This is an optimization exercise on Yosys and OpenROAD, whose aim is small area and a short achievable clock period, not a production implementation.
No functional check of the RTL was part of any run shown here.
No activity file was given, so power comes from the tool's default toggle rates.

==> flow/design.v (outline; a module is shown in full before it is edited, if it fits) <==
// module mul8: 14 lines
// module mul16: 1095 lines
// module mul16_fa: 4 lines
// module mul16_cpa: 185 lines
// module mul16_xnor: 3 lines
module mul16(
    input clk,
    input logic[15:0] a,
    input logic[15:0] b,
    output logic[31:0] r
);
  // ...
==> flow/flow/run.sh <==
#!/bin/bash
set -uo pipefail
here=$(pwd)
export BUFFER_PORTS_ARGS="-buffer_cell sky130_fd_sc_hd__buf_4"
export PRE_RESIZE_TCL="$here/flow/outbuf.tcl"
bash standard.sh > standard.log 2>&1
==> flow/flow/outbuf.tcl <==
# Sourced by ORFS's resize.tcl before repair_design: the buffer that buffer_ports put on
# each output port becomes a sky130_fd_sc_hd__buf_1.
set n 0
foreach port [get_ports -filter "direction==output"] {
  set net [get_nets [get_full_name $port]]
  foreach pin [get_pins -of_objects $net -filter "direction==output"] {
    set inst [get_cells -of_objects $pin]
    if {[get_property $inst ref_name] eq "sky130_fd_sc_hd__buf_4"} {
      replace_cell $inst sky130_fd_sc_hd__buf_1
      incr n
    }
  }
}
puts "outbuf.tcl: $n output buffers made buf_1"
==> flow/standard.sh <==
#!/bin/bash
# synth_recipe.tcl (not shown) runs the flow's synth.tcl, then flattens the netlist and writes it again
# the make line also repeats each setting of config.mk as NAME=value (left out here)
make -C /OpenROAD-flow-scripts/flow DESIGN_CONFIG=/design/flow/config.mk WORK_HOME=/design/flow/orfs CLKGATE_MAP_FILE= SYNTH_SCRIPT=/design/flow/synth_recipe.tcl "${@:-finish}"
==> flow/config.mk <==
export PLATFORM = sky130hd
export DESIGN_NAME = mul16
export DESIGN_NICKNAME = mul16
export VERILOG_FILES = /design/flow/design.v
export SDC_FILE = /design/flow/constraint.sdc
export NUM_CORES = 4
export LEC_CHECK = 0
export CAP_MARGIN = 20
export CORE_MARGIN = 2
export CORE_UTILIZATION = 40
export CTS_BUF_LIST = sky130_fd_sc_hd__clkbuf_8
export CTS_CLUSTER_SIZE = 12
export SETUP_SLACK_MARGIN = 2.0
export SLEW_MARGIN = 20
export SYNTH_HIERARCHICAL = 1
export SYNTH_MINIMUM_KEEP_SIZE = 0
==> flow/constraint.sdc <==
create_clock -name core_clock -period 5.5 [get_ports {clk}]
set_input_delay 1.1000 -clock core_clock [delete_from_list [all_inputs] [get_ports {clk}]]
set_output_delay 1.1000 -clock core_clock [all_outputs]
set_load 0.01 [all_outputs]
==> results.json, run 1 <==
{
  "outcome": "timing/DRC/antenna clean",
  "fin_ws_ns": 2.122,
  "vias": 5470,
  "crit_family": "adder cells",
  "met1_usage_pct": 25.86,
  "nClkBuffers": 9,
  "grt.met3_usage_pct": 4.401,
  "drv_slew": 0,
  "final_cell_mix": "nand2_1 (251), fa_1 (136), dfxtp_1 (99)",
  "met2_usage_pct": 29.62,
  "grt_pass1_vias": 5974,
  "critPathKind": "primary input to flop",
  "max_slew_margin_pct": 74.29,
  "p_seq_mw": 1.25,
  "synth_nets": 1067,
  "power_density_mw_per_mm2": 593.5,
  "numSequentialCells": 99,
  "fin_crit_ns": 3.378,
  "worstPathCellList": "buf_4, nand2_1, fa_2, fa_1, fa_1, fa_2, fa_1",
  "dpl.hpwl_mm": 14.79,
  "placed_area_sq_mm": 0.009161,
  "routed_wl_mm": 19.92,
  "switchingPower_mw": 2.416,
  "hold_start": "q[4]$_DFF_P_",
  "die_area_sq_mm": 0.02300,
  "n_all_buffers": 64,
  "n_antenna_cell": 0
}
==> module mul16_cpa, before the edit <==
module mul16_cpa(input [25:0] gi, input [25:0] pi, output [24:0] co);
    wire g0 = gi[0] | pi[0];
    wire p0 = pi[0];
    wire g1 = gi[1];
    wire p1 = pi[1];
    wire g2 = gi[2];
    wire p2 = pi[2];
    wire g3 = gi[3];
    wire p3 = pi[3];
    wire g4 = gi[4];
    wire p4 = pi[4];
    wire g5 = gi[5];
    wire p5 = pi[5];
    wire g6 = gi[6];
    wire p6 = pi[6];
    wire g7 = gi[7];
    wire p7 = pi[7];
    wire g8 = gi[8];
    wire p8 = pi[8];
    wire g9 = gi[9];
    wire p9 = pi[9];
    wire g10 = gi[10];
    wire p10 = pi[10];
    wire g11 = gi[11];
    wire p11 = pi[11];
    wire g12 = gi[12];
    wire p12 = pi[12];
    wire g13 = gi[13];
    wire p13 = pi[13];
    wire g14 = gi[14];
    wire p14 = pi[14];
    wire g15 = gi[15];
    wire p15 = pi[15];
    wire g16 = gi[16];
    wire p16 = pi[16];
    wire g17 = gi[17];
    wire p17 = pi[17];
    wire g18 = gi[18];
    wire p18 = pi[18];
    wire g19 = gi[19];
    wire p19 = pi[19];
    wire g20 = gi[20];
    wire p20 = pi[20];
    wire g21 = gi[21];
    wire p21 = pi[21];
    wire g22 = gi[22];
    wire p22 = pi[22];
    wire g23 = gi[23];
    wire p23 = pi[23];
    wire g24 = gi[24];
    wire p24 = pi[24];
    wire g25 = gi[25];
    wire p25 = pi[25];
    wire G1 = g1 | (p1 & g0);
    wire P1 = p1 & p0;
    wire G2 = g2 | (p2 & G1);
    wire P2 = p2 & P1;
    wire G3 = g3 | (p3 & G2);
    wire P3 = p3 & P2;
    wire G4 = g4 | (p4 & G3);
    wire P4 = p4 & P3;
    wire G5 = g6 | (p6 & g5);
    wire P5 = p6 & p5;
    wire G6 = g7 | (p7 & G5);
    wire P6 = p7 & P5;
    wire G7 = g5 | (p5 & G4);
    wire P7 = p5 & P4;
    wire G8 = G5 | (P5 & G4);
    wire P8 = P5 & P4;
    wire G9 = G6 | (P6 & G4);
    wire P9 = P6 & P4;
    wire G10 = g9 | (p9 & g8);
    wire P10 = p9 & p8;
    wire G11 = g10 | (p10 & G10);
    wire P11 = p10 & P10;
    wire G12 = g8 | (p8 & G9);
    wire P12 = p8 & P9;
    wire G13 = G10 | (P10 & G9);
    wire P13 = P10 & P9;
    wire G14 = G11 | (P11 & G9);
    wire P14 = P11 & P9;
    wire G15 = g12 | (p12 & g11);
    wire P15 = p12 & p11;
    wire G16 = g15 | (p15 & g14);
    wire P16 = p15 & p14;
    wire G17 = g16 | (p16 & G16);
    wire P17 = p16 & P16;
    wire G18 = g17 | (p17 & G17);
    wire P18 = p17 & P17;
    wire G19 = g14 | (p14 & g13);
    wire P19 = p14 & p13;
    wire G20 = G16 | (P16 & g13);
    wire P20 = P16 & p13;
    wire G21 = G17 | (P17 & g13);
    wire P21 = P17 & p13;
    wire G22 = G18 | (P18 & g13);
    wire P22 = P18 & p13;
    wire G23 = g19 | (p19 & g18);
    wire P23 = p19 & p18;
    wire G24 = g20 | (p20 & G23);
    wire P24 = p20 & P23;
    wire G25 = g21 | (p21 & G24);
    wire P25 = p21 & P24;
    wire G26 = g22 | (p22 & G25);
    wire P26 = p22 & P25;
    wire G27 = g23 | (p23 & G26);
    wire P27 = p23 & P26;
    wire G28 = g24 | (p24 & G27);
    wire P28 = p24 & P27;
    wire G29 = g25 | (p25 & G28);
    wire P29 = p25 & P28;
    wire G30 = g18 | (p18 & G22);
    wire P30 = p18 & P22;
    wire G31 = G23 | (P23 & G22);
    wire P31 = P23 & P22;
    wire G32 = G24 | (P24 & G22);
    wire P32 = P24 & P22;
    wire G33 = G25 | (P25 & G22);
    wire P33 = P25 & P22;
    wire G34 = G26 | (P26 & G22);
    wire P34 = P26 & P22;
    wire G35 = G27 | (P27 & G22);
    wire P35 = P27 & P22;
    wire G36 = G28 | (P28 & G22);
    wire P36 = P28 & P22;
    wire G37 = G29 | (P29 & G22);
    wire P37 = P29 & P22;
    wire G38 = g13 | (p13 & G15);
    wire P38 = p13 & P15;
    wire G39 = G19 | (P19 & G15);
    wire P39 = P19 & P15;
    wire G40 = G20 | (P20 & G15);
    wire P40 = P20 & P15;
    wire G41 = G21 | (P21 & G15);
    wire P41 = P21 & P15;
    wire G42 = G22 | (P22 & G15);
    wire P42 = P22 & P15;
    wire G43 = G30 | (P30 & G15);
    wire P43 = P30 & P15;
    wire G44 = G31 | (P31 & G15);
    wire P44 = P31 & P15;
    wire G45 = G32 | (P32 & G15);
    wire P45 = P32 & P15;
    wire G46 = G33 | (P33 & G15);
    wire P46 = P33 & P15;
    wire G47 = G34 | (P34 & G15);
    wire P47 = P34 & P15;
    wire G48 = G35 | (P35 & G15);
    wire P48 = P35 & P15;
    wire G49 = G36 | (P36 & G15);
    wire P49 = P36 & P15;
    wire G50 = G37 | (P37 & G15);
    wire P50 = P37 & P15;
    wire G51 = g11 | (p11 & G14);
    wire P51 = p11 & P14;
    wire G52 = G15 | (P15 & G14);
    wire P52 = P15 & P14;
    wire G53 = G38 | (P38 & G14);
    wire P53 = P38 & P14;
    wire G54 = G39 | (P39 & G14);
    wire P54 = P39 & P14;
    wire G55 = G40 | (P40 & G14);
    wire P55 = P40 & P14;
    wire G56 = G41 | (P41 & G14);
    wire P56 = P41 & P14;
    wire G57 = G42 | (P42 & G14);
    wire P57 = P42 & P14;
    wire G58 = G43 | (P43 & G14);
    wire P58 = P43 & P14;
    wire G59 = G44 | (P44 & G14);
    wire P59 = P44 & P14;
    wire G60 = G45 | (P45 & G14);
    wire P60 = P45 & P14;
    wire G61 = G46 | (P46 & G14);
    wire P61 = P46 & P14;
    wire G62 = G47 | (P47 & G14);
    wire P62 = P47 & P14;
    wire G63 = G48 | (P48 & G14);
    wire P63 = P48 & P14;
    wire G64 = G49 | (P49 & G14);
    wire P64 = P49 & P14;
    wire G65 = G50 | (P50 & G14);
    wire P65 = P50 & P14;
    assign co = {G64, G63, G62, G61, G60, G59, G58, G57, G56, G55, G54, G53, G52, G51, G14, G13, G12, G9, G8, G7, G4, G3, G2, G1, g0};
endmodule
==> run 2: changes to the inputs <==
--- a/flow/design.v
+++ b/flow/design.v
@@ -463,18 +463,20 @@
     wire s373, c374;
     wire s375, c376;
     wire s377, c378;
     wire s379, c380;
     wire s381, c382;
     wire s383, c384;
     wire s385, c386;
     wire s387, c388;
-    wire s456, c457;
-    wire s458, c459;
+    wire s389, c390;
+    wire s391, c392;
+    wire s393, c394;
+    wire s395, c396;
     wire s460, c461;
     wire s462, c463;
     wire s464, c465;
     wire s466, c467;
     wire s468, c469;
     wire s470, c471;
     wire s472, c473;
     wire s474, c475;
@@ -482,88 +484,82 @@
     wire s478, c479;
     wire s480, c481;
     wire s482, c483;
     wire s484, c485;
     wire s486, c487;
     wire s488, c489;
     wire s490, c491;
     wire s492, c493;
-    wire s494, c495;
-    wire s496, c497;
-    logic [66:0] q;
-    wire q389 = q[0];
-    wire q390 = q[1];
-    wire q391 = q[2];
-    wire q392 = q[3];
-    wire q393 = q[4];
-    wire q394 = q[5];
-    wire q395 = q[6];
-    wire q396 = q[7];
-    wire q397 = q[8];
-    wire q398 = q[9];
-    wire q399 = q[10];
-    wire q400 = q[11];
-    wire q401 = q[12];
-    wire q402 = q[13];
-    wire q403 = q[14];
-    wire q404 = q[15];
-    wire q405 = q[16];
-    wire q406 = q[17];
-    wire q407 = q[18];
-    wire q408 = q[19];
-    wire q409 = q[20];
-    wire q410 = q[21];
-    wire q411 = q[22];
-    wire q412 = q[23];
-    wire q413 = q[24];
-    wire q414 = q[25];
-    wire q415 = q[26];
-    wire q416 = q[27];
-    wire q417 = q[28];
-    wire q418 = q[29];
-    wire q419 = q[30];
-    wire q420 = q[31];
-    wire q421 = q[32];
-    wire q422 = q[33];
-    wire q423 = q[34];
-    wire q424 = q[35];
-    wire q425 = q[36];
-    wire q426 = q[37];
-    wire q427 = q[38];
-    wire q428 = q[39];
-    wire q429 = q[40];
-    wire q430 = q[41];
-    wire q431 = q[42];
-    wire q432 = q[43];
-    wire q433 = q[44];
-    wire q434 = q[45];
-    wire q435 = q[46];
-    wire q436 = q[47];
-    wire q437 = q[48];
-    wire q438 = q[49];
-    wire q439 = q[50];
-    wire q440 = q[51];
-    wire q441 = q[52];
-    wire q442 = q[53];
-    wire q443 = q[54];
-    wire q444 = q[55];
-    wire q445 = q[56];
-    wire q446 = q[57];
-    wire q447 = q[58];
-    wire q448 = q[59];
-    wire q449 = q[60];
-    wire q450 = q[61];
-    wire q451 = q[62];
-    wire q452 = q[63];
-    wire q453 = q[64];
-    wire q454 = q[65];
-    wire q455 = q[66];
-    wire [31:0] xn = {1'b1, q454, q452, q450, q448, q446, q444, q442, q441, c495, c493, c491, s490, s488, c483, s482, s478, c471, s470, s466, s464, s462, s460, s458, q399, q395, q394, q393, q392, q391, q390, q389};
-    wire [31:0] yn = {1'b1, q455, q453, q451, q449, q447, q445, q443, c497, s496, s494, s492, c489, c487, s486, c479, c475, s474, s468, c465, c463, c461, c459, c457, s456, q396, 1'b1, 1'b1, 1'b1, 1'b1, 1'b1, 1'b1};
+    logic [62:0] q;
+    wire q397 = q[0];
+    wire q398 = q[1];
+    wire q399 = q[2];
+    wire q400 = q[3];
+    wire q401 = q[4];
+    wire q402 = q[5];
+    wire q403 = q[6];
+    wire q404 = q[7];
+    wire q405 = q[8];
+    wire q406 = q[9];
+    wire q407 = q[10];
+    wire q408 = q[11];
+    wire q409 = q[12];
+    wire q410 = q[13];
+    wire q411 = q[14];
+    wire q412 = q[15];
+    wire q413 = q[16];
+    wire q414 = q[17];
+    wire q415 = q[18];
+    wire q416 = q[19];
+    wire q417 = q[20];
+    wire q418 = q[21];
+    wire q419 = q[22];
+    wire q420 = q[23];
+    wire q421 = q[24];
+    wire q422 = q[25];
+    wire q423 = q[26];
+    wire q424 = q[27];
+    wire q425 = q[28];
+    wire q426 = q[29];
+    wire q427 = q[30];
+    wire q428 = q[31];
+    wire q429 = q[32];
+    wire q430 = q[33];
+    wire q431 = q[34];
+    wire q432 = q[35];
+    wire q433 = q[36];
+    wire q434 = q[37];
+    wire q435 = q[38];
+    wire q436 = q[39];
+    wire q437 = q[40];
+    wire q438 = q[41];
+    wire q439 = q[42];
+    wire q440 = q[43];
+    wire q441 = q[44];
+    wire q442 = q[45];
+    wire q443 = q[46];
+    wire q444 = q[47];
+    wire q445 = q[48];
+    wire q446 = q[49];
+    wire q447 = q[50];
+    wire q448 = q[51];
+    wire q449 = q[52];
+    wire q450 = q[53];
+    wire q451 = q[54];
+    wire q452 = q[55];
+    wire q453 = q[56];
+    wire q454 = q[57];
+    wire q455 = q[58];
+    wire q456 = q[59];
+    wire q457 = q[60];
+    wire q458 = q[61];
+    wire q459 = q[62];
+    wire [31:0] xn = {1'b1, q458, q456, q454, q452, q450, q448, q446, q444, q443, c491, c489, c487, s486, c483, c479, s478, s474, s472, s470, s468, s466, s464, s462, q407, q403, q402, q401, q400, q399, q398, q397};
+    wire [31:0] yn = {1'b1, q459, q457, q455, q453, q451, q449, q447, q445, c493, s492, s490, s488, c485, s484, s482, s476, c473, c471, c469, c467, c465, c463, c461, s460, q404, 1'b1, 1'b1, 1'b1, 1'b1, 1'b1, 1'b1};
     assign pp0_0 = ~(a[0] & b[0]);
     assign pp0_1 = ~(a[0] & b[1]);
     assign pp0_2 = ~(a[0] & b[2]);
     assign pp0_3 = ~(a[0] & b[3]);
     assign pp0_4 = ~(a[0] & b[4]);
     assign pp0_5 = ~(a[0] & b[5]);
     assign pp0_6 = ~(a[0] & b[6]);
     assign pp0_7 = ~(a[0] & b[7]);
@@ -890,166 +886,166 @@
     mul16_fa us135 (.x(pp6_7), .y(pp7_6), .z(pp8_5), .s(s135), .c(c136));
     mul16_fa us137 (.x(pp9_4), .y(pp10_3), .z(pp11_2), .s(s137), .c(c138));
     mul16_fa us139 (.x(pp12_1), .y(pp13_0), .z(c112), .s(s139), .c(c140));
     mul16_fa us141 (.x(c114), .y(c116), .z(c118), .s(s141), .c(c142));
     mul16_fa us143 (.x(s131), .y(s133), .z(s135), .s(s143), .c(c144));
     mul16_fa us145 (.x(s137), .y(c120), .z(s139), .s(s145), .c(c146));
     mul16_fa us147 (.x(c122), .y(c124), .z(s141), .s(s147), .c(c148));
     mul16_fa us149 (.x(s143), .y(c126), .z(s145), .s(s149), .c(c150));
-    mul16_fa us151 (.x(pp0_14), .y(pp1_13), .z(pp2_12), .s(s151), .c(c152));
-    mul16_fa us153 (.x(pp3_11), .y(pp4_10), .z(pp5_9), .s(s153), .c(c154));
-    mul16_fa us155 (.x(pp6_8), .y(pp7_7), .z(pp8_6), .s(s155), .c(c156));
-    mul16_fa us157 (.x(pp9_5), .y(pp10_4), .z(pp11_3), .s(s157), .c(c158));
-    mul16_fa us159 (.x(pp12_2), .y(pp13_1), .z(pp14_0), .s(s159), .c(c160));
-    mul16_fa us161 (.x(c132), .y(c134), .z(c136), .s(s161), .c(c162));
-    mul16_fa us163 (.x(c138), .y(s151), .z(s153), .s(s163), .c(c164));
-    mul16_fa us165 (.x(s155), .y(s157), .z(s159), .s(s165), .c(c166));
-    mul16_fa us167 (.x(c140), .y(c142), .z(c144), .s(s167), .c(c168));
-    mul16_fa us169 (.x(s161), .y(s163), .z(s165), .s(s169), .c(c170));
-    mul16_fa us171 (.x(c146), .y(c148), .z(s167), .s(s171), .c(c172));
-    mul16_fa us173 (.x(pp0_15), .y(pp1_14), .z(pp2_13), .s(s173), .c(c174));
-    mul16_fa us175 (.x(pp3_12), .y(pp4_11), .z(pp5_10), .s(s175), .c(c176));
-    mul16_fa us177 (.x(pp6_9), .y(pp7_8), .z(pp8_7), .s(s177), .c(c178));
-    mul16_fa us179 (.x(pp9_6), .y(pp10_5), .z(pp11_4), .s(s179), .c(c180));
-    mul16_fa us181 (.x(pp12_3), .y(pp13_2), .z(pp14_1), .s(s181), .c(c182));
-    mul16_fa us183 (.x(pp15_0), .y(c152), .z(c154), .s(s183), .c(c184));
-    mul16_fa us185 (.x(c156), .y(c158), .z(c160), .s(s185), .c(c186));
-    mul16_fa us187 (.x(s173), .y(s175), .z(s177), .s(s187), .c(c188));
-    mul16_fa us189 (.x(s179), .y(s181), .z(c162), .s(s189), .c(c190));
-    mul16_fa us191 (.x(c164), .y(s183), .z(c166), .s(s191), .c(c192));
-    mul16_fa us193 (.x(s185), .y(s187), .z(s189), .s(s193), .c(c194));
-    mul16_fa us195 (.x(c168), .y(c170), .z(s191), .s(s195), .c(c196));
-    mul16_fa us197 (.x(pp1_15), .y(pp2_14), .z(pp3_13), .s(s197), .c(c198));
-    mul16_fa us199 (.x(pp4_12), .y(pp5_11), .z(pp6_10), .s(s199), .c(c200));
-    mul16_fa us201 (.x(pp7_9), .y(pp8_8), .z(pp9_7), .s(s201), .c(c202));
-    mul16_fa us203 (.x(pp10_6), .y(pp11_5), .z(pp12_4), .s(s203), .c(c204));
-    mul16_fa us205 (.x(pp13_3), .y(pp14_2), .z(pp15_1), .s(s205), .c(c206));
-    mul16_fa us207 (.x(c174), .y(c176), .z(c178), .s(s207), .c(c208));
-    mul16_fa us209 (.x(c180), .y(c182), .z(s197), .s(s209), .c(c210));
-    mul16_fa us211 (.x(s199), .y(s201), .z(s203), .s(s211), .c(c212));
-    mul16_fa us213 (.x(s205), .y(c184), .z(c186), .s(s213), .c(c214));
-    mul16_fa us215 (.x(c188), .y(s207), .z(s209), .s(s215), .c(c216));
-    mul16_fa us217 (.x(s211), .y(c190), .z(s213), .s(s217), .c(c218));
-    mul16_fa us219 (.x(c192), .y(s215), .z(c194), .s(s219), .c(c220));
-    mul16_fa us221 (.x(pp2_15), .y(pp3_14), .z(pp4_13), .s(s221), .c(c222));
-    mul16_fa us223 (.x(pp5_12), .y(pp6_11), .z(pp7_10), .s(s223), .c(c224));
-    mul16_fa us225 (.x(pp8_9), .y(pp9_8), .z(pp10_7), .s(s225), .c(c226));
-    mul16_fa us227 (.x(pp11_6), .y(pp12_5), .z(pp13_4), .s(s227), .c(c228));
-    mul16_fa us229 (.x(pp14_3), .y(pp15_2), .z(c198), .s(s229), .c(c230));
-    mul16_fa us231 (.x(c200), .y(c202), .z(c204), .s(s231), .c(c232));
-    mul16_fa us233 (.x(c206), .y(s221), .z(s223), .s(s233), .c(c234));
-    mul16_fa us235 (.x(s225), .y(s227), .z(c208), .s(s235), .c(c236));
-    mul16_fa us237 (.x(s229), .y(c210), .z(c212), .s(s237), .c(c238));
-    mul16_fa us239 (.x(s231), .y(s233), .z(c214), .s(s239), .c(c240));
-    mul16_fa us241 (.x(s235), .y(c216), .z(s237), .s(s241), .c(c242));
-    mul16_fa us243 (.x(pp3_15), .y(pp4_14), .z(pp5_13), .s(s243), .c(c244));
-    mul16_fa us245 (.x(pp6_12), .y(pp7_11), .z(pp8_10), .s(s245), .c(c246));
-    mul16_fa us247 (.x(pp9_9), .y(pp10_8), .z(pp11_7), .s(s247), .c(c248));
-    mul16_fa us249 (.x(pp12_6), .y(pp13_5), .z(pp14_4), .s(s249), .c(c250));
-    mul16_fa us251 (.x(pp15_3), .y(c222), .z(c224), .s(s251), .c(c252));
-    mul16_fa us253 (.x(c226), .y(c228), .z(s243), .s(s253), .c(c254));
-    mul16_fa us255 (.x(s245), .y(s247), .z(s249), .s(s255), .c(c256));
-    mul16_fa us257 (.x(c230), .y(c232), .z(c234), .s(s257), .c(c258));
-    mul16_fa us259 (.x(s251), .y(s253), .z(s255), .s(s259), .c(c260));
-    mul16_fa us261 (.x(c236), .y(c238), .z(s257), .s(s261), .c(c262));
-    mul16_fa us263 (.x(s259), .y(c240), .z(c242), .s(s263), .c(c264));
-    mul16_fa us265 (.x(pp4_15), .y(pp5_14), .z(pp6_13), .s(s265), .c(c266));
-    mul16_fa us267 (.x(pp7_12), .y(pp8_11), .z(pp9_10), .s(s267), .c(c268));
-    mul16_fa us269 (.x(pp10_9), .y(pp11_8), .z(pp12_7), .s(s269), .c(c270));
-    mul16_fa us271 (.x(pp13_6), .y(pp14_5), .z(pp15_4), .s(s271), .c(c272));
-    mul16_fa us273 (.x(c244), .y(c246), .z(c248), .s(s273), .c(c274));
-    mul16_fa us275 (.x(c250), .y(s265), .z(s267), .s(s275), .c(c276));
-    mul16_fa us277 (.x(s269), .y(s271), .z(c252), .s(s277), .c(c278));
-    mul16_fa us279 (.x(c254), .y(c256), .z(s273), .s(s279), .c(c280));
-    mul16_fa us281 (.x(s275), .y(s277), .z(c258), .s(s281), .c(c282));
-    mul16_fa us283 (.x(c260), .y(s279), .z(c262), .s(s283), .c(c284));
-    mul16_fa us285 (.x(pp5_15), .y(pp6_14), .z(pp7_13), .s(s285), .c(c286));
-    mul16_fa us287 (.x(pp8_12), .y(pp9_11), .z(pp10_10), .s(s287), .c(c288));
-    mul16_fa us289 (.x(pp11_9), .y(pp12_8), .z(pp13_7), .s(s289), .c(c290));
-    mul16_fa us291 (.x(pp14_6), .y(pp15_5), .z(c266), .s(s291), .c(c292));
-    mul16_fa us293 (.x(c268), .y(c270), .z(c272), .s(s293), .c(c294));
-    mul16_fa us295 (.x(s285), .y(s287), .z(s289), .s(s295), .c(c296));
-    mul16_fa us297 (.x(c274), .y(s291), .z(c276), .s(s297), .c(c298));
-    mul16_fa us299 (.x(s293), .y(s295), .z(c278), .s(s299), .c(c300));
-    mul16_fa us301 (.x(c280), .y(s297), .z(s299), .s(s301), .c(c302));
-    mul16_fa us303 (.x(pp6_15), .y(pp7_14), .z(pp8_13), .s(s303), .c(c304));
-    mul16_fa us305 (.x(pp9_12), .y(pp10_11), .z(pp11_10), .s(s305), .c(c306));
-    mul16_fa us307 (.x(pp12_9), .y(pp13_8), .z(pp14_7), .s(s307), .c(c308));
-    mul16_fa us309 (.x(pp15_6), .y(c286), .z(c288), .s(s309), .c(c310));
-    mul16_fa us311 (.x(c290), .y(s303), .z(s305), .s(s311), .c(c312));
-    mul16_fa us313 (.x(s307), .y(c292), .z(c294), .s(s313), .c(c314));
-    mul16_fa us315 (.x(s309), .y(c296), .z(s311), .s(s315), .c(c316));
-    mul16_fa us317 (.x(c298), .y(s313), .z(s315), .s(s317), .c(c318));
-    mul16_fa us319 (.x(pp7_15), .y(pp8_14), .z(pp9_13), .s(s319), .c(c320));
-    mul16_fa us321 (.x(pp10_12), .y(pp11_11), .z(pp12_10), .s(s321), .c(c322));
-    mul16_fa us323 (.x(pp13_9), .y(pp14_8), .z(pp15_7), .s(s323), .c(c324));
-    mul16_fa us325 (.x(c304), .y(c306), .z(c308), .s(s325), .c(c326));
-    mul16_fa us327 (.x(s319), .y(s321), .z(s323), .s(s327), .c(c328));
-    mul16_fa us329 (.x(c310), .y(c312), .z(s325), .s(s329), .c(c330));
-    mul16_fa us331 (.x(s327), .y(c314), .z(c316), .s(s331), .c(c332));
-    mul16_fa us333 (.x(pp8_15), .y(pp9_14), .z(pp10_13), .s(s333), .c(c334));
-    mul16_fa us335 (.x(pp11_12), .y(pp12_11), .z(pp13_10), .s(s335), .c(c336));
-    mul16_fa us337 (.x(pp14_9), .y(pp15_8), .z(c320), .s(s337), .c(c338));
-    mul16_fa us339 (.x(c322), .y(c324), .z(s333), .s(s339), .c(c340));
-    mul16_fa us341 (.x(s335), .y(c326), .z(s337), .s(s341), .c(c342));
-    mul16_fa us343 (.x(c328), .y(s339), .z(c330), .s(s343), .c(c344));
-    mul16_fa us345 (.x(s341), .y(c332), .z(s343), .s(s345), .c(c346));
-    mul16_fa us347 (.x(pp9_15), .y(pp10_14), .z(pp11_13), .s(s347), .c(c348));
-    mul16_fa us349 (.x(pp12_12), .y(pp13_11), .z(pp14_10), .s(s349), .c(c350));
-    mul16_fa us351 (.x(pp15_9), .y(c334), .z(c336), .s(s351), .c(c352));
-    mul16_fa us353 (.x(s347), .y(s349), .z(c338), .s(s353), .c(c354));
-    mul16_fa us355 (.x(c340), .y(s351), .z(c342), .s(s355), .c(c356));
-    mul16_fa us357 (.x(s353), .y(c344), .z(s355), .s(s357), .c(c358));
-    mul16_fa us359 (.x(pp10_15), .y(pp11_14), .z(pp12_13), .s(s359), .c(c360));
-    mul16_fa us361 (.x(pp13_12), .y(pp14_11), .z(pp15_10), .s(s361), .c(c362));
-    mul16_fa us363 (.x(c348), .y(c350), .z(s359), .s(s363), .c(c364));
+    mul16_fa us151 (.x(s147), .y(c128), .z(s149), .s(s151), .c(c152));
+    mul16_fa us153 (.x(pp0_14), .y(pp1_13), .z(pp2_12), .s(s153), .c(c154));
+    mul16_fa us155 (.x(pp3_11), .y(pp4_10), .z(pp5_9), .s(s155), .c(c156));
+    mul16_fa us157 (.x(pp6_8), .y(pp7_7), .z(pp8_6), .s(s157), .c(c158));
+    mul16_fa us159 (.x(pp9_5), .y(pp10_4), .z(pp11_3), .s(s159), .c(c160));
+    mul16_fa us161 (.x(pp12_2), .y(pp13_1), .z(pp14_0), .s(s161), .c(c162));
+    mul16_fa us163 (.x(c132), .y(c134), .z(c136), .s(s163), .c(c164));
+    mul16_fa us165 (.x(c138), .y(s153), .z(s155), .s(s165), .c(c166));
+    mul16_fa us167 (.x(s157), .y(s159), .z(s161), .s(s167), .c(c168));
+    mul16_fa us169 (.x(c140), .y(c142), .z(c144), .s(s169), .c(c170));
+    mul16_fa us171 (.x(s163), .y(s165), .z(s167), .s(s171), .c(c172));
+    mul16_fa us173 (.x(c146), .y(c148), .z(s169), .s(s173), .c(c174));
+    mul16_fa us175 (.x(s171), .y(c150), .z(s173), .s(s175), .c(c176));
+    mul16_fa us177 (.x(pp0_15), .y(pp1_14), .z(pp2_13), .s(s177), .c(c178));
+    mul16_fa us179 (.x(pp3_12), .y(pp4_11), .z(pp5_10), .s(s179), .c(c180));
+    mul16_fa us181 (.x(pp6_9), .y(pp7_8), .z(pp8_7), .s(s181), .c(c182));
+    mul16_fa us183 (.x(pp9_6), .y(pp10_5), .z(pp11_4), .s(s183), .c(c184));
+    mul16_fa us185 (.x(pp12_3), .y(pp13_2), .z(pp14_1), .s(s185), .c(c186));
+    mul16_fa us187 (.x(pp15_0), .y(c154), .z(c156), .s(s187), .c(c188));
+    mul16_fa us189 (.x(c158), .y(c160), .z(c162), .s(s189), .c(c190));
+    mul16_fa us191 (.x(s177), .y(s179), .z(s181), .s(s191), .c(c192));
+    mul16_fa us193 (.x(s183), .y(s185), .z(c164), .s(s193), .c(c194));
+    mul16_fa us195 (.x(c166), .y(s187), .z(c168), .s(s195), .c(c196));
+    mul16_fa us197 (.x(s189), .y(s191), .z(s193), .s(s197), .c(c198));
+    mul16_fa us199 (.x(c170), .y(c172), .z(s195), .s(s199), .c(c200));
+    mul16_fa us201 (.x(pp1_15), .y(pp2_14), .z(pp3_13), .s(s201), .c(c202));
+    mul16_fa us203 (.x(pp4_12), .y(pp5_11), .z(pp6_10), .s(s203), .c(c204));
+    mul16_fa us205 (.x(pp7_9), .y(pp8_8), .z(pp9_7), .s(s205), .c(c206));
+    mul16_fa us207 (.x(pp10_6), .y(pp11_5), .z(pp12_4), .s(s207), .c(c208));
+    mul16_fa us209 (.x(pp13_3), .y(pp14_2), .z(pp15_1), .s(s209), .c(c210));
+    mul16_fa us211 (.x(c178), .y(c180), .z(c182), .s(s211), .c(c212));
+    mul16_fa us213 (.x(c184), .y(c186), .z(s201), .s(s213), .c(c214));
+    mul16_fa us215 (.x(s203), .y(s205), .z(s207), .s(s215), .c(c216));
+    mul16_fa us217 (.x(s209), .y(c188), .z(c190), .s(s217), .c(c218));
+    mul16_fa us219 (.x(c192), .y(s211), .z(s213), .s(s219), .c(c220));
+    mul16_fa us221 (.x(s215), .y(c194), .z(s217), .s(s221), .c(c222));
+    mul16_fa us223 (.x(c196), .y(s219), .z(c198), .s(s223), .c(c224));
+    mul16_fa us225 (.x(pp2_15), .y(pp3_14), .z(pp4_13), .s(s225), .c(c226));
+    mul16_fa us227 (.x(pp5_12), .y(pp6_11), .z(pp7_10), .s(s227), .c(c228));
+    mul16_fa us229 (.x(pp8_9), .y(pp9_8), .z(pp10_7), .s(s229), .c(c230));
+    mul16_fa us231 (.x(pp11_6), .y(pp12_5), .z(pp13_4), .s(s231), .c(c232));
+    mul16_fa us233 (.x(pp14_3), .y(pp15_2), .z(c202), .s(s233), .c(c234));
+    mul16_fa us235 (.x(c204), .y(c206), .z(c208), .s(s235), .c(c236));
+    mul16_fa us237 (.x(c210), .y(s225), .z(s227), .s(s237), .c(c238));
+    mul16_fa us239 (.x(s229), .y(s231), .z(c212), .s(s239), .c(c240));
+    mul16_fa us241 (.x(s233), .y(c214), .z(c216), .s(s241), .c(c242));
+    mul16_fa us243 (.x(s235), .y(s237), .z(c218), .s(s243), .c(c244));
+    mul16_fa us245 (.x(s239), .y(c220), .z(s241), .s(s245), .c(c246));
+    mul16_fa us247 (.x(c222), .y(s243), .z(s245), .s(s247), .c(c248));
+    mul16_fa us249 (.x(pp3_15), .y(pp4_14), .z(pp5_13), .s(s249), .c(c250));
+    mul16_fa us251 (.x(pp6_12), .y(pp7_11), .z(pp8_10), .s(s251), .c(c252));
+    mul16_fa us253 (.x(pp9_9), .y(pp10_8), .z(pp11_7), .s(s253), .c(c254));
+    mul16_fa us255 (.x(pp12_6), .y(pp13_5), .z(pp14_4), .s(s255), .c(c256));
+    mul16_fa us257 (.x(pp15_3), .y(c226), .z(c228), .s(s257), .c(c258));
+    mul16_fa us259 (.x(c230), .y(c232), .z(s249), .s(s259), .c(c260));
+    mul16_fa us261 (.x(s251), .y(s253), .z(s255), .s(s261), .c(c262));
+    mul16_fa us263 (.x(c234), .y(c236), .z(c238), .s(s263), .c(c264));
+    mul16_fa us265 (.x(s257), .y(s259), .z(s261), .s(s265), .c(c266));
+    mul16_fa us267 (.x(c240), .y(c242), .z(s263), .s(s267), .c(c268));
+    mul16_fa us269 (.x(s265), .y(c244), .z(c246), .s(s269), .c(c270));
+    mul16_fa us271 (.x(pp4_15), .y(pp5_14), .z(pp6_13), .s(s271), .c(c272));
+    mul16_fa us273 (.x(pp7_12), .y(pp8_11), .z(pp9_10), .s(s273), .c(c274));
+    mul16_fa us275 (.x(pp10_9), .y(pp11_8), .z(pp12_7), .s(s275), .c(c276));
+    mul16_fa us277 (.x(pp13_6), .y(pp14_5), .z(pp15_4), .s(s277), .c(c278));
+    mul16_fa us279 (.x(c250), .y(c252), .z(c254), .s(s279), .c(c280));
+    mul16_fa us281 (.x(c256), .y(s271), .z(s273), .s(s281), .c(c282));
+    mul16_fa us283 (.x(s275), .y(s277), .z(c258), .s(s283), .c(c284));
+    mul16_fa us285 (.x(c260), .y(c262), .z(s279), .s(s285), .c(c286));
+    mul16_fa us287 (.x(s281), .y(s283), .z(c264), .s(s287), .c(c288));
+    mul16_fa us289 (.x(c266), .y(s285), .z(c268), .s(s289), .c(c290));
+    mul16_fa us291 (.x(pp5_15), .y(pp6_14), .z(pp7_13), .s(s291), .c(c292));
+    mul16_fa us293 (.x(pp8_12), .y(pp9_11), .z(pp10_10), .s(s293), .c(c294));
+    mul16_fa us295 (.x(pp11_9), .y(pp12_8), .z(pp13_7), .s(s295), .c(c296));
+    mul16_fa us297 (.x(pp14_6), .y(pp15_5), .z(c272), .s(s297), .c(c298));
+    mul16_fa us299 (.x(c274), .y(c276), .z(c278), .s(s299), .c(c300));
+    mul16_fa us301 (.x(s291), .y(s293), .z(s295), .s(s301), .c(c302));
+    mul16_fa us303 (.x(c280), .y(s297), .z(c282), .s(s303), .c(c304));
+    mul16_fa us305 (.x(s299), .y(s301), .z(c284), .s(s305), .c(c306));
+    mul16_fa us307 (.x(c286), .y(s303), .z(s305), .s(s307), .c(c308));
+    mul16_fa us309 (.x(pp6_15), .y(pp7_14), .z(pp8_13), .s(s309), .c(c310));
+    mul16_fa us311 (.x(pp9_12), .y(pp10_11), .z(pp11_10), .s(s311), .c(c312));
+    mul16_fa us313 (.x(pp12_9), .y(pp13_8), .z(pp14_7), .s(s313), .c(c314));
+    mul16_fa us315 (.x(pp15_6), .y(c292), .z(c294), .s(s315), .c(c316));
+    mul16_fa us317 (.x(c296), .y(s309), .z(s311), .s(s317), .c(c318));
+    mul16_fa us319 (.x(s313), .y(c298), .z(c300), .s(s319), .c(c320));
+    mul16_fa us321 (.x(s315), .y(c302), .z(s317), .s(s321), .c(c322));
+    mul16_fa us323 (.x(c304), .y(s319), .z(s321), .s(s323), .c(c324));
+    mul16_fa us325 (.x(pp7_15), .y(pp8_14), .z(pp9_13), .s(s325), .c(c326));
+    mul16_fa us327 (.x(pp10_12), .y(pp11_11), .z(pp12_10), .s(s327), .c(c328));
+    mul16_fa us329 (.x(pp13_9), .y(pp14_8), .z(pp15_7), .s(s329), .c(c330));
+    mul16_fa us331 (.x(c310), .y(c312), .z(c314), .s(s331), .c(c332));
+    mul16_fa us333 (.x(s325), .y(s327), .z(s329), .s(s333), .c(c334));
+    mul16_fa us335 (.x(c316), .y(c318), .z(s331), .s(s335), .c(c336));
+    mul16_fa us337 (.x(s333), .y(c320), .z(c322), .s(s337), .c(c338));
+    mul16_fa us339 (.x(s335), .y(c324), .z(s337), .s(s339), .c(c340));
+    mul16_fa us341 (.x(pp8_15), .y(pp9_14), .z(pp10_13), .s(s341), .c(c342));
+    mul16_fa us343 (.x(pp11_12), .y(pp12_11), .z(pp13_10), .s(s343), .c(c344));
+    mul16_fa us345 (.x(pp14_9), .y(pp15_8), .z(c326), .s(s345), .c(c346));
+    mul16_fa us347 (.x(c328), .y(c330), .z(s341), .s(s347), .c(c348));
+    mul16_fa us349 (.x(s343), .y(c332), .z(s345), .s(s349), .c(c350));
+    mul16_fa us351 (.x(c334), .y(s347), .z(c336), .s(s351), .c(c352));
+    mul16_fa us353 (.x(s349), .y(c338), .z(s351), .s(s353), .c(c354));
+    mul16_fa us355 (.x(pp9_15), .y(pp10_14), .z(pp11_13), .s(s355), .c(c356));
+    mul16_fa us357 (.x(pp12_12), .y(pp13_11), .z(pp14_10), .s(s357), .c(c358));
+    mul16_fa us359 (.x(pp15_9), .y(c342), .z(c344), .s(s359), .c(c360));
+    mul16_fa us361 (.x(s355), .y(s357), .z(c346), .s(s361), .c(c362));
+    mul16_fa us363 (.x(c348), .y(s359), .z(c350), .s(s363), .c(c364));
     mul16_fa us365 (.x(s361), .y(c352), .z(s363), .s(s365), .c(c366));
-    mul16_fa us367 (.x(c354), .y(s365), .z(c356), .s(s367), .c(c368));
-    mul16_fa us369 (.x(pp11_15), .y(pp12_14), .z(pp13_13), .s(s369), .c(c370));
-    mul16_fa us371 (.x(pp14_12), .y(pp15_11), .z(c360), .s(s371), .c(c372));
-    mul16_fa us373 (.x(c362), .y(s369), .z(s371), .s(s373), .c(c374));
-    mul16_fa us375 (.x(c364), .y(s373), .z(c366), .s(s375), .c(c376));
-    mul16_fa us377 (.x(pp12_15), .y(pp13_14), .z(pp14_13), .s(s377), .c(c378));
-    mul16_fa us379 (.x(pp15_12), .y(c370), .z(s377), .s(s379), .c(c380));
-    mul16_fa us381 (.x(c372), .y(s379), .z(c374), .s(s381), .c(c382));
-    mul16_fa us383 (.x(pp13_15), .y(pp14_14), .z(pp15_13), .s(s383), .c(c384));
-    mul16_fa us385 (.x(c378), .y(s383), .z(c380), .s(s385), .c(c386));
-    mul16_fa us387 (.x(pp14_15), .y(pp15_14), .z(c384), .s(s387), .c(c388));
-    mul16_xnor us456 (.x(q397), .y(q398), .s(s456));
-    assign c457 = q397 | q398;
-    mul16_xnor us458 (.x(q400), .y(q401), .s(s458));
-    assign c459 = q400 | q401;
-    mul16_xnor us460 (.x(q402), .y(q403), .s(s460));
-    assign c461 = q402 | q403;
-    mul16_xnor us462 (.x(q404), .y(q405), .s(s462));
-    assign c463 = q404 | q405;
-    mul16_xnor us464 (.x(q406), .y(q407), .s(s464));
-    assign c465 = q406 | q407;
-    mul16_xnor us466 (.x(q408), .y(q409), .s(s466));
-    assign c467 = q408 | q409;
-    mul16_fa us468 (.x(q410), .y(q411), .z(q412), .s(s468), .c(c469));
-    mul16_xnor us470 (.x(q413), .y(c467), .s(s470));
-    assign c471 = q413 | c467;
-    mul16_fa us472 (.x(q414), .y(q415), .z(q416), .s(s472), .c(c473));
-    mul16_xnor us474 (.x(c469), .y(s472), .s(s474));
-    assign c475 = c469 | s472;
-    mul16_fa us476 (.x(q417), .y(q418), .z(q419), .s(s476), .c(c477));
-    mul16_xnor us478 (.x(c473), .y(s476), .s(s478));
-    assign c479 = c473 | s476;
-    mul16_fa us480 (.x(q420), .y(q421), .z(q422), .s(s480), .c(c481));
+    mul16_fa us367 (.x(pp10_15), .y(pp11_14), .z(pp12_13), .s(s367), .c(c368));
+    mul16_fa us369 (.x(pp13_12), .y(pp14_11), .z(pp15_10), .s(s369), .c(c370));
+    mul16_fa us371 (.x(c356), .y(c358), .z(s367), .s(s371), .c(c372));
+    mul16_fa us373 (.x(s369), .y(c360), .z(s371), .s(s373), .c(c374));
+    mul16_fa us375 (.x(c362), .y(s373), .z(c364), .s(s375), .c(c376));
+    mul16_fa us377 (.x(pp11_15), .y(pp12_14), .z(pp13_13), .s(s377), .c(c378));
+    mul16_fa us379 (.x(pp14_12), .y(pp15_11), .z(c368), .s(s379), .c(c380));
+    mul16_fa us381 (.x(c370), .y(s377), .z(s379), .s(s381), .c(c382));
+    mul16_fa us383 (.x(c372), .y(s381), .z(c374), .s(s383), .c(c384));
+    mul16_fa us385 (.x(pp12_15), .y(pp13_14), .z(pp14_13), .s(s385), .c(c386));
+    mul16_fa us387 (.x(pp15_12), .y(c378), .z(s385), .s(s387), .c(c388));
+    mul16_fa us389 (.x(c380), .y(s387), .z(c382), .s(s389), .c(c390));
+    mul16_fa us391 (.x(pp13_15), .y(pp14_14), .z(pp15_13), .s(s391), .c(c392));
+    mul16_fa us393 (.x(c386), .y(s391), .z(c388), .s(s393), .c(c394));
+    mul16_fa us395 (.x(pp14_15), .y(pp15_14), .z(c392), .s(s395), .c(c396));
+    mul16_xnor us460 (.x(q405), .y(q406), .s(s460));
+    assign c461 = q405 | q406;
+    mul16_xnor us462 (.x(q408), .y(q409), .s(s462));
+    assign c463 = q408 | q409;
+    mul16_xnor us464 (.x(q410), .y(q411), .s(s464));
+    assign c465 = q410 | q411;
+    mul16_xnor us466 (.x(q412), .y(q413), .s(s466));
+    assign c467 = q412 | q413;
+    mul16_xnor us468 (.x(q414), .y(q415), .s(s468));
+    assign c469 = q414 | q415;
+    mul16_xnor us470 (.x(q416), .y(q417), .s(s470));
+    assign c471 = q416 | q417;
+    mul16_xnor us472 (.x(q418), .y(q419), .s(s472));
+    assign c473 = q418 | q419;
+    mul16_xnor us474 (.x(q420), .y(q421), .s(s474));
+    assign c475 = q420 | q421;
+    mul16_fa us476 (.x(q422), .y(q423), .z(q424), .s(s476), .c(c477));
+    mul16_xnor us478 (.x(q425), .y(c475), .s(s478));
+    assign c479 = q425 | c475;
+    mul16_fa us480 (.x(q426), .y(q427), .z(q428), .s(s480), .c(c481));
     mul16_xnor us482 (.x(c477), .y(s480), .s(s482));
     assign c483 = c477 | s480;
-    mul16_fa us484 (.x(q423), .y(q424), .z(q425), .s(s484), .c(c485));
-    mul16_fa us486 (.x(q426), .y(c481), .z(s484), .s(s486), .c(c487));
-    mul16_fa us488 (.x(q427), .y(q428), .z(c485), .s(s488), .c(c489));
-    mul16_fa us490 (.x(q429), .y(q430), .z(q431), .s(s490), .c(c491));
-    mul16_fa us492 (.x(q432), .y(q433), .z(q434), .s(s492), .c(c493));
-    mul16_fa us494 (.x(q435), .y(q436), .z(q437), .s(s494), .c(c495));
-    mul16_fa us496 (.x(q438), .y(q439), .z(q440), .s(s496), .c(c497));
+    mul16_fa us484 (.x(q429), .y(q430), .z(c481), .s(s484), .c(c485));
+    mul16_fa us486 (.x(q431), .y(q432), .z(q433), .s(s486), .c(c487));
+    mul16_fa us488 (.x(q434), .y(q435), .z(q436), .s(s488), .c(c489));
+    mul16_fa us490 (.x(q437), .y(q438), .z(q439), .s(s490), .c(c491));
+    mul16_fa us492 (.x(q440), .y(q441), .z(q442), .s(s492), .c(c493));
     wire [25:0] cg, cp, cs;
     assign cg[0] = xn[6] & yn[6];
     assign cp[0] = xn[6] ^ yn[6];
     assign cg[1] = xn[7] & yn[7];
     assign cp[1] = xn[7] ^ yn[7];
     assign cg[2] = xn[8] & yn[8];
     assign cp[2] = xn[8] ^ yn[8];
     assign cg[3] = xn[9] & yn[9];
@@ -1098,17 +1094,17 @@
     assign cp[24] = xn[30] ^ yn[30];
     assign cg[25] = xn[31] & yn[31];
     assign cp[25] = xn[31] ^ yn[31];
     mul16_cpa ucpa (.gi(cg), .pi(cp), .co(cco));
     wire [24:0] cco;
     assign cs = {~(cp[25] ^ cco[24]), ~(cp[24] ^ cco[23]), ~(cp[23] ^ cco[22]), ~(cp[22] ^ cco[21]), ~(cp[21] ^ cco[20]), ~(cp[20] ^ cco[19]), ~(cp[19] ^ cco[18]), ~(cp[18] ^ cco[17]), ~(cp[17] ^ cco[16]), ~(cp[16] ^ cco[15]), ~(cp[15] ^ cco[14]), ~(cp[14] ^ cco[13]), ~(cp[13] ^ cco[12]), ~(cp[12] ^ cco[11]), ~(cp[11] ^ cco[10]), ~(cp[10] ^ cco[9]), ~(cp[9] ^ cco[8]), ~(cp[8] ^ cco[7]), ~(cp[7] ^ cco[6]), ~(cp[6] ^ cco[5]), ~(cp[5] ^ cco[4]), ~(cp[4] ^ cco[3]), ~(cp[3] ^ cco[2]), ~(cp[2] ^ cco[1]), ~(cp[1] ^ cco[0]), cp[0]};
     wire [31:0] sum = {cs, ~xn[5], ~xn[4], ~xn[3], ~xn[2], ~xn[1], ~xn[0]};
     always_ff @(posedge clk) begin
-        q <= {c388, pp15_15, c386, s387, c382, s385, c376, s381, c368, s375, s367, c358, s357, c346, s345, s331, c318, s329, c302, s317, c300, c284, s301, c282, s283, c264, s281, s263, s261, c220, s241, s239, c218, s219, c196, s217, s195, c172, s193, s171, c150, s169, c130, s149, c128, s147, s129, c110, s109, c92, s91, c76, s75, c62, s61, c50, c40, s49, c38, s39, c30, s29, s19, s11, s5, s1, pp0_0};
+        q <= {c396, pp15_15, c394, s395, c390, s393, c384, s389, c376, s383, s375, c366, s365, c354, s353, c340, s339, c308, s323, c306, c290, s307, c288, s289, c270, s287, s269, c248, s267, s247, c224, s223, c200, s221, c176, s199, c174, s197, s175, c152, s151, c130, s129, c110, s109, c92, s91, c76, s75, c62, s61, c50, c40, s49, c38, s39, c30, s29, s19, s11, s5, s1, pp0_0};
         r <= sum;
     end
 endmodule
 module mul16_fa(input x, input y, input z, output s, output c);
     assign s = x ^ y ^ z;
     assign c = (x & y) | (x & z) | (y & z);
 endmodule
 module mul16_cpa(input [25:0] gi, input [25:0] pi, output [24:0] co);
@@ -1165,137 +1161,101 @@
     wire g25 = gi[25];
     wire p25 = pi[25];
     wire G1 = g1 | (p1 & g0);
     wire P1 = p1 & p0;
     wire G2 = g2 | (p2 & G1);
     wire P2 = p2 & P1;
     wire G3 = g3 | (p3 & G2);
     wire P3 = p3 & P2;
-    wire G4 = g4 | (p4 & G3);
-    wire P4 = p4 & P3;
-    wire G5 = g6 | (p6 & g5);
-    wire P5 = p6 & p5;
-    wire G6 = g7 | (p7 & G5);
-    wire P6 = p7 & P5;
-    wire G7 = g5 | (p5 & G4);
-    wire P7 = p5 & P4;
-    wire G8 = G5 | (P5 & G4);
-    wire P8 = P5 & P4;
-    wire G9 = G6 | (P6 & G4);
-    wire P9 = P6 & P4;
-    wire G10 = g9 | (p9 & g8);
-    wire P10 = p9 & p8;
-    wire G11 = g10 | (p10 & G10);
-    wire P11 = p10 & P10;
-    wire G12 = g8 | (p8 & G9);
-    wire P12 = p8 & P9;
-    wire G13 = G10 | (P10 & G9);
-    wire P13 = P10 & P9;
-    wire G14 = G11 | (P11 & G9);
-    wire P14 = P11 & P9;
-    wire G15 = g12 | (p12 & g11);
-    wire P15 = p12 & p11;
-    wire G16 = g15 | (p15 & g14);
-    wire P16 = p15 & p14;
-    wire G17 = g16 | (p16 & G16);
-    wire P17 = p16 & P16;
-    wire G18 = g17 | (p17 & G17);
-    wire P18 = p17 & P17;
-    wire G19 = g14 | (p14 & g13);
-    wire P19 = p14 & p13;
-    wire G20 = G16 | (P16 & g13);
-    wire P20 = P16 & p13;
-    wire G21 = G17 | (P17 & g13);
-    wire P21 = P17 & p13;
-    wire G22 = G18 | (P18 & g13);
-    wire P22 = P18 & p13;
-    wire G23 = g19 | (p19 & g18);
-    wire P23 = p19 & p18;
-    wire G24 = g20 | (p20 & G23);
-    wire P24 = p20 & P23;
-    wire G25 = g21 | (p21 & G24);
-    wire P25 = p21 & P24;
-    wire G26 = g22 | (p22 & G25);
-    wire P26 = p22 & P25;
-    wire G27 = g23 | (p23 & G26);
-    wire P27 = p23 & P26;
-    wire G28 = g24 | (p24 & G27);
-    wire P28 = p24 & P27;
-    wire G29 = g25 | (p25 & G28);
-    wire P29 = p25 & P28;
-    wire G30 = g18 | (p18 & G22);
-    wire P30 = p18 & P22;
-    wire G31 = G23 | (P23 & G22);
-    wire P31 = P23 & P22;
-    wire G32 = G24 | (P24 & G22);
-    wire P32 = P24 & P22;
-    wire G33 = G25 | (P25 & G22);
-    wire P33 = P25 & P22;
-    wire G34 = G26 | (P26 & G22);
-    wire P34 = P26 & P22;
-    wire G35 = G27 | (P27 & G22);
-    wire P35 = P27 & P22;
-    wire G36 = G28 | (P28 & G22);
-    wire P36 = P28 & P22;
-    wire G37 = G29 | (P29 & G22);
-    wire P37 = P29 & P22;
-    wire G38 = g13 | (p13 & G15);
-    wire P38 = p13 & P15;
-    wire G39 = G19 | (P19 & G15);
-    wire P39 = P19 & P15;
-    wire G40 = G20 | (P20 & G15);
-    wire P40 = P20 & P15;
-    wire G41 = G21 | (P21 & G15);
-    wire P41 = P21 & P15;
-    wire G42 = G22 | (P22 & G15);
-    wire P42 = P22 & P15;
-    wire G43 = G30 | (P30 & G15);
-    wire P43 = P30 & P15;
-    wire G44 = G31 | (P31 & G15);
-    wire P44 = P31 & P15;
-    wire G45 = G32 | (P32 & G15);
-    wire P45 = P32 & P15;
-    wire G46 = G33 | (P33 & G15);
-    wire P46 = P33 & P15;
-    wire G47 = G34 | (P34 & G15);
-    wire P47 = P34 & P15;
-    wire G48 = G35 | (P35 & G15);
-    wire P48 = P35 & P15;
-    wire G49 = G36 | (P36 & G15);
-    wire P49 = P36 & P15;
-    wire G50 = G37 | (P37 & G15);
-    wire P50 = P37 & P15;
-    wire G51 = g11 | (p11 & G14);
-    wire P51 = p11 & P14;
-    wire G52 = G15 | (P15 & G14);
-    wire P52 = P15 & P14;
-    wire G53 = G38 | (P38 & G14);
-    wire P53 = P38 & P14;
-    wire G54 = G39 | (P39 & G14);
-    wire P54 = P39 & P14;
-    wire G55 = G40 | (P40 & G14);
-    wire P55 = P40 & P14;
-    wire G56 = G41 | (P41 & G14);
-    wire P56 = P41 & P14;
-    wire G57 = G42 | (P42 & G14);
-    wire P57 = P42 & P14;
-    wire G58 = G43 | (P43 & G14);
-    wire P58 = P43 & P14;
-    wire G59 = G44 | (P44 & G14);
-    wire P59 = P44 & P14;
-    wire G60 = G45 | (P45 & G14);
-    wire P60 = P45 & P14;
-    wire G61 = G46 | (P46 & G14);
-    wire P61 = P46 & P14;
-    wire G62 = G47 | (P47 & G14);
-    wire P62 = P47 & P14;
-    wire G63 = G48 | (P48 & G14);
-    wire P63 = P48 & P14;
-    wire G64 = G49 | (P49 & G14);
-    wire P64 = P49 & P14;
-    wire G65 = G50 | (P50 & G14);
-    wire P65 = P50 & P14;
-    assign co = {G64, G63, G62, G61, G60, G59, G58, G57, G56, G55, G54, G53, G52, G51, G14, G13, G12, G9, G8, G7, G4, G3, G2, G1, g0};
+    wire G4 = g5 | (p5 & g4);
+    wire P4 = p5 & p4;
+    wire G5 = g4 | (p4 & G3);
+    wire P5 = p4 & P3;
+    wire G6 = G4 | (P4 & G3);
+    wire P6 = P4 & P3;
+    wire G7 = g7 | (p7 & g6);
+    wire P7 = p7 & p6;
+    wire G8 = g8 | (p8 & G7);
+    wire P8 = p8 & P7;
+    wire G9 = g9 | (p9 & G8);
+    wire P9 = p9 & P8;
+    wire G10 = g10 | (p10 & G9);
+    wire P10 = p10 & P9;
+    wire G11 = g6 | (p6 & G6);
+    wire P11 = p6 & P6;
+    wire G12 = G7 | (P7 & G6);
+    wire P12 = P7 & P6;
+    wire G13 = G8 | (P8 & G6);
+    wire P13 = P8 & P6;
+    wire G14 = G9 | (P9 & G6);
+    wire P14 = P9 & P6;
+    wire G15 = G10 | (P10 & G6);
+    wire P15 = P10 & P6;
+    wire G16 = g12 | (p12 & g11);
+    wire P16 = p12 & p11;
+    wire G17 = g14 | (p14 & g13);
+    wire P17 = p14 & p13;
+    wire G18 = g15 | (p15 & G17);
+    wire P18 = p15 & P17;
+    wire G19 = g13 | (p13 & G16);
+    wire P19 = p13 & P16;
+    wire G20 = G17 | (P17 & G16);
+    wire P20 = P17 & P16;
+    wire G21 = G18 | (P18 & G16);
+    wire P21 = P18 & P16;
+    wire G22 = g11 | (p11 & G15);
+    wire P22 = p11 & P15;
+    wire G23 = G16 | (P16 & G15);
+    wire P23 = P16 & P15;
+    wire G24 = G19 | (P19 & G15);
+    wire P24 = P19 & P15;
+    wire G25 = G20 | (P20 & G15);
+    wire P25 = P20 & P15;
+    wire G26 = G21 | (P21 & G15);
+    wire P26 = P21 & P15;
+    wire G27 = g17 | (p17 & g16);
+    wire P27 = p17 & p16;
+    wire G28 = g18 | (p18 & G27);
+    wire P28 = p18 & P27;
+    wire G29 = g19 | (p19 & G28);
+    wire P29 = p19 & P28;
+    wire G30 = g20 | (p20 & G29);
+    wire P30 = p20 & P29;
+    wire G31 = g21 | (p21 & G30);
+    wire P31 = p21 & P30;
+    wire G32 = g23 | (p23 & g22);
+    wire P32 = p23 & p22;
+    wire G33 = g22 | (p22 & G31);
+    wire P33 = p22 & P31;
+    wire G34 = G32 | (P32 & G31);
+    wire P34 = P32 & P31;
+    wire G35 = g25 | (p25 & g24);
+    wire P35 = p25 & p24;
+    wire G36 = g24 | (p24 & G34);
+    wire P36 = p24 & P34;
+    wire G37 = G35 | (P35 & G34);
+    wire P37 = P35 & P34;
+    wire G38 = g16 | (p16 & G26);
+    wire P38 = p16 & P26;
+    wire G39 = G27 | (P27 & G26);
+    wire P39 = P27 & P26;
+    wire G40 = G28 | (P28 & G26);
+    wire P40 = P28 & P26;
+    wire G41 = G29 | (P29 & G26);
+    wire P41 = P29 & P26;
+    wire G42 = G30 | (P30 & G26);
+    wire P42 = P30 & P26;
+    wire G43 = G31 | (P31 & G26);
+    wire P43 = P31 & P26;
+    wire G44 = G33 | (P33 & G26);
+    wire P44 = P33 & P26;
+    wire G45 = G34 | (P34 & G26);
+    wire P45 = P34 & P26;
+    wire G46 = G36 | (P36 & G26);
+    wire P46 = P36 & P26;
+    wire G47 = G37 | (P37 & G26);
+    wire P47 = P37 & P26;
+    assign co = {G46, G45, G44, G43, G42, G41, G40, G39, G38, G26, G25, G24, G23, G22, G15, G14, G13, G12, G11, G6, G5, G3, G2, G1, g0};
 endmodule
 module mul16_xnor(input x, input y, output s);
     assign s = ~(x ^ y);
 endmodule
==> results.json, run 2 <==
{
  "drtAntennaViolNets": 0,
  "p_leak_nw": 3.359,
  "syn_area_sq_mm": 0.008618,
  "cp_data_required_time_ns": 5.77,
  "core_area_sq_mm": 0.02109,
  "grt_pass1_wl_mm": 31.69,
  "syn_avg_cell_area_sq_um": 10.75,
  "tns_ns": 0,
  "drv_slew": 0,
  "drc": 0,
  "cts_setup_buffers": 0,
  "largest_reg_flops": 63,
  "vias": 5438,
  "outcome": "timing/DRC/antenna clean",
  "slowest_delay_ns": 0.56,
  "firstDrtPassIters": 4,
  "start_util_pct": 40.87,
  "fmax_ghz": 0.2901,
  "fin_crit_ns": 3.447,
  "ys_warn_count": 7,
  "setup_viol": 0,
  "cts-htree-levels": 3,
  "final_common_cell": "nand2_1",
  "wire_per_inst_microns": 18.13,
  "stdcell_count": 1068,
  "crit_arrival_ns": 3.72,
  "ir_drop_mv": 0.3823,
  "dp_cells": 1052,
  "hold_viol_final": 0,
  "rsz0062_at_grt": "yes",
  "io_pins": 65,
  "cts_inserted_buffers": 9,
  "via_per_inst": 5.092,
  "synth_nets": 1060,
  "rows": 53,
  "fin_crit_sh_pct": 62.68,
  "regMostFlops": "q",
  "grt_start_max_net_pins": 20,
  "drtIter0Drc": 323,
  "gp_congestion": 0.8296,
  "die_area_sq_mm": 0.02274,
  "largestRegisters": "q (63), r (32)",
  "grt_pass1_vias": 5950,
  "fin_skew_ns": 0.02115,
  "crit_path_max_fanout": 16,
  "cpMaxStageDelayCell": "fa_1",
  "area_growth_pct": 8.856,
  "drive_above_1_share_pct": 19.42,
  "nets": 1046,
  "clk_pin_slew_ns": 0.11,
  "worstMarginPinSlew_ns": 0.4940,
  "dieWidth_microns": 150.8,
  "synth_cells": 802,
  "grt_overflow_total": 0,
  "max_slew_margin_pct": 66.92,
  "worstPathCellList": "buf_4, nand2_1, fa_1, fa_2, fa_2, fa_1, fa_2",
  "final_cell_mix": "nand2_1 (244), fa_1 (130), dfxtp_1 (95)",
  "worstSetupEndpointType": "flop",
  "antenna_found_initial": 0,
  "cp_common_cell": "fa_2",
  "routed_wl_mm": 19.36,
  "grt_util_all_layers_pct": 18.63,
  "cts_tree": "yes",
  "clk-insertion-delay-late_ns": 0.40,
  "hold_path_class": "flop to flop",
  "critPathKind": "primary input to flop",
  "dpl.hpwl_mm": 14.74,
  "worst_setup_path_start_kind": "primary input",
  "power_density_mw_per_mm2": 516.7,
  "clock-sinks": 95,
  "n_antenna_cell": 0,
  "root_buffer": "clkbuf_8",
  "maxCapViolCount": 0,
  "numPortBuffers": 64,
  "die_h_microns": 150.8,
  "hold_buffers": 0,
  "cts_buffer_depth": 2
}
## run 2: final cells by class
type	instances	area, sq um
clock buffer	9	123.9
clock inverter	7	72.57
fill	2002	11710
inverter	9	33.78
multi-input combinational	609	6444
sequential	95	1902
tap	275	344.1
timing repair buffer	64	461.7
## run 2: metrics by stage
step | util (%) | hold WS (ns) | power [mW] | worst slack (ns) | instance area, sq um
finish | 44.49 | 0.3515 | 4.847 | 2.053 | 9382
global route | 44.49 | 0.3550 | 5.380 | 1.994 | 9382
CTS | 44.01 | 0.3526 | 4.937 | 2.012 | 9281
detailed placement | 43.06 | 0.3408 | 4.452 | 1.566 | 9081
global placement | 43.63 | 0.3385 | 4.483 | 1.582 | 9201
floorplan | - | 0.3379 | 4.147 | 1.711 | 9340
## run 2: power by group
part           leakage [nW]  switching, mW  internal [mW]
Clock                 0.102          0.293          0.179
Sequential            0.799          0.124           1.07
Combinational          2.46           1.64           1.54
Total                  3.36           2.06           2.79
## run 2: what timing repair did
item / 4_1_cts / 5_1_grt
endpoints found under the setup margin: 1 / 9
gates resized for setup: 1 / 27
cloned: 0 / 0
## run 2: path summary, 6_finish.rpt
kind | startpoint | end | slack [ns] | cells after the start
max | b[7] | q[24]$_DFF_P_ | 2.05 | 7
min | q[4]$_DFF_P_ | r[4]$_DFF_P_ | 0.35 | 1
max reg2reg | q[30]$_DFF_P_ | r[27]$_DFF_P_ | 2.33 | 10
min reg2reg | q[4]$_DFF_P_ | r[4]$_DFF_P_ | 0.35 | 1
## run 2: per-layer routing
layer	wire length [microns]	share of wire [%]	vias up	track usage, %
met5	0	0	-	0
met2	9250	48	214	30.34
met3	1509	7.8	39	4.608
met1	7916	41	2790	23.90
li1	-	-	2395	-
met4	686	3.5	0	7.710
## run 2: worst max-delay path, delay by kind of cell
kind          cells  cell delay (ns)
buf+inv           1             0.23
simple gates      1             0.11
fa+ha+maj         5             2.26

[static timing again, ports no longer ideal]
In the flow no input, the clock included, has a driving cell. The finished layouts below were timed again as built, in two steps.
Step 1 sets driving cells, clkbuf_16 on the clock port and buf_2 on the other inputs (assumed; they add their load-dependent delay and slew).
Step 2 moves the port delays by t, midway between the first and last clock arrival at a register: inputs arrive t later, outputs are due t later. That takes back most of the time a late clock gives input paths.
Three values: ideal, step 1, step 2; two values: the first two.
run | t (ns) | setup slack, ns | latest minus earliest clock arrival (ns) | cell pins on the clock port's net
run 1 | 0.440 | 2.122 / 2.138 / 1.698 | 0.020 / 0.021 | 1
run 2 | 0.427 | 2.053 / 2.065 / 1.637 | 0.021 / 0.021 | 1
After both steps every run listed still meets setup and hold. The setup slack of run 1, which loses most, moves by +0.016 ns with the drivers and by -0.424 ns with both steps.
